Background: an optimization exercise with open tools, aiming at small area, a short achievable clock period and few clock cycles. Do not read the settings as production practice.
In this exercise RTL edits were held to simulation tests only and were not proved equivalent to the original.
Power and IR drop assume default switching activity.

## cpu
module cpu(
    input  logic        clk,
    input  logic        reset,
    output logic [12:0] imem_addr,
    input  logic [31:0] imem_rdata,
    output logic [16:0] dmem_addr,
    output logic        dmem_we,
    output logic [31:0] dmem_wdata,
    input  logic [31:0] dmem_rdata,
    output logic        halted
);
For scale: about 5,000 cells after synthesis, ~130 I/O pins, roughly 0.064 mm^2 of cells after synthesis.
clock: 14.0 ns
lec_check: 0
cap_margin: 20
core_margin: 2
core_utilization: 40
cts_cluster_diameter: 150
cts_cluster_size: 20
place_density: 0.55
slew_margin: 20
synth_hierarchical: 1
standard.sh (not shown) runs the stock make flow with config.mk's settings and CLKGATE_MAP_FILE= SYNTH_SCRIPT=/design/flow/synth_recipe.tcl, a recipe that flattens the netlist after the stock synthesis.
==> flow/flow/run.sh <==
#!/bin/bash
# Standard layout, with timing repair told to aim for a setup slack margin well above
# the design's (the clock period and constraints stay the design's). Each step's log
# is kept in this folder.
set -euo pipefail
MARGIN=${MARGIN:-10.0}
bash standard.sh synth > synth.log 2>&1
bash standard.sh SETUP_SLACK_MARGIN=$MARGIN finish > layout.log 2>&1
Testbench counts at the start, summed over its fixed seeds: cycles 49,418.
==> next run, changes <==
PLACE_DENSITY = 0.62   (was 0.55)
What happened: Register-to-register slack gets worse by 0.04 ns; fmax drops by 0.64%; count of clock-buffer cells in the layout falls by 7; non-clock buffer count decreases by 15; area after synthesis is unchanged; worst hold slack gains 0.0049 ns; combinational power hardly moves; routed wire length fell by 1.6%.
==> next run, changes <==
--- a/flow/flow/run.sh
+++ b/flow/flow/run.sh
@@ -6 +6 @@
-MARGIN=${MARGIN:-10.0}
+MARGIN=${MARGIN:-9.7}
PLACE_DENSITY = 0.55   (was 0.62)
Cell area falls by 2.9%.
Sequential cell count is unchanged.
Die area does not change.
Sequential share of layout area rises by 1.3 points.
Final cell count falls by 0.87%.

---

Another version of the RTL of cpu (not shown whole).
Size in the first run: ~130 I/O pins.
==> flow/config.mk <==
export PLATFORM = sky130hd
export DESIGN_NAME = cpu
export DESIGN_NICKNAME = cpu
export VERILOG_FILES = /design/flow/design.v
export SDC_FILE = /design/flow/constraint.sdc
export NUM_CORES = 4
export LEC_CHECK = 0
export CAP_MARGIN = 20
export CORE_MARGIN = 2
export CORE_UTILIZATION = 35
export CTS_CLUSTER_DIAMETER = 150
export CTS_CLUSTER_SIZE = 20
export PLACE_DENSITY = 0.5
export SLEW_MARGIN = 20
export SYNTH_HIERARCHICAL = 1
==> flow/constraint.sdc <==
create_clock -name core_clock -period 14.0 [get_ports {clk}]
set_input_delay 2.8000 -clock core_clock [delete_from_list [all_inputs] [get_ports {clk}]]
set_output_delay 2.8000 -clock core_clock [all_outputs]
set_load 0.01 [all_outputs]
==> flow/flow/run.sh <==
#!/bin/bash
# Standard layout, with timing repair told to aim for a setup slack margin well above
# the design's (the clock period and constraints stay the design's). Each step's log
# is kept in this folder.
set -euo pipefail
MARGIN=${MARGIN:-10.0}
bash standard.sh synth > synth.log 2>&1
bash standard.sh SETUP_SLACK_MARGIN=$MARGIN finish > layout.log 2>&1
Testbench counts at the start, summed over its fixed seeds: cycles 49,465.
Change:
--- a/flow/flow/run.sh
+++ b/flow/flow/run.sh
@@ -4,5 +4,5 @@
 # is kept in this folder.
 set -euo pipefail
-MARGIN=${MARGIN:-10.0}
+MARGIN=${MARGIN:-9.8}
 bash standard.sh synth > synth.log 2>&1
 bash standard.sh SETUP_SLACK_MARGIN=$MARGIN finish > layout.log 2>&1
--- a/flow/config.mk
+++ b/flow/config.mk
@@ -8,8 +8,8 @@
 export CAP_MARGIN = 20
 export CORE_MARGIN = 2
-export CORE_UTILIZATION = 35
+export CORE_UTILIZATION = 40
 export CTS_CLUSTER_DIAMETER = 150
 export CTS_CLUSTER_SIZE = 20
-export PLACE_DENSITY = 0.5
+export PLACE_DENSITY = 0.55
 export SLEW_MARGIN = 20
 export SYNTH_HIERARCHICAL = 1
Effect:
- count of clock-buffer cells in the layout falls by 3
- critical path depth came out lower by 3
- total power is lower by 3.4%

==> separate check: timing with driven ports <==
The results above use ideal ports. As a check the final layouts listed here were re-extracted and re-timed, cells and wires unchanged. Step 1 (the two cells are an assumption about what drives the block):
set clk [get_ports {clk}]
set_driving_cell -lib_cell sky130_fd_sc_hd__clkbuf_16 $clk
set_driving_cell -lib_cell sky130_fd_sc_hd__buf_2 [delete_from_list [all_inputs] $clk]
Step 2 also shifts input and output timing later by t, the mid clock arrival at the registers, as if the neighbouring blocks saw the same clock. Slacks: no drivers / after step 1 / after step 2; pairs: no drivers / after step 1.
| run | t (ns) | setup slack, ns | latest minus earliest clock arrival (ns) | worst slew at a driven data input, ns | cell pins on the clock port's net |
|---|---|---|---|---|---|
| the first run of note 1 | 0.824 | 9.856 / 9.829 / 9.061 | 0.068 / 0.068 | 0.08 | 1 |
| the second run of note 1 | 0.795 | 9.829 / 9.847 / 9.080 | 0.085 / 0.084 | 0.08 | 1 |
| the third run of note 1 | 0.820 | 9.622 / 9.596 / 8.856 | 0.107 / 0.107 | 0.08 | 1 |
| the first run of note 2 | 0.803 | 9.765 / 9.765 / 9.067 | 0.068 / 0.067 | 0.09 | 1 |
| the second run of note 2 | 0.792 | 9.651 / 9.651 / 9.036 | 0.068 / 0.068 | 0.09 | 1 |
After both steps every run listed still meets setup and hold. For the first run of note 1, which loses most, drivers alone change the setup slack by -0.027 ns; drivers and shift together by -0.795 ns.
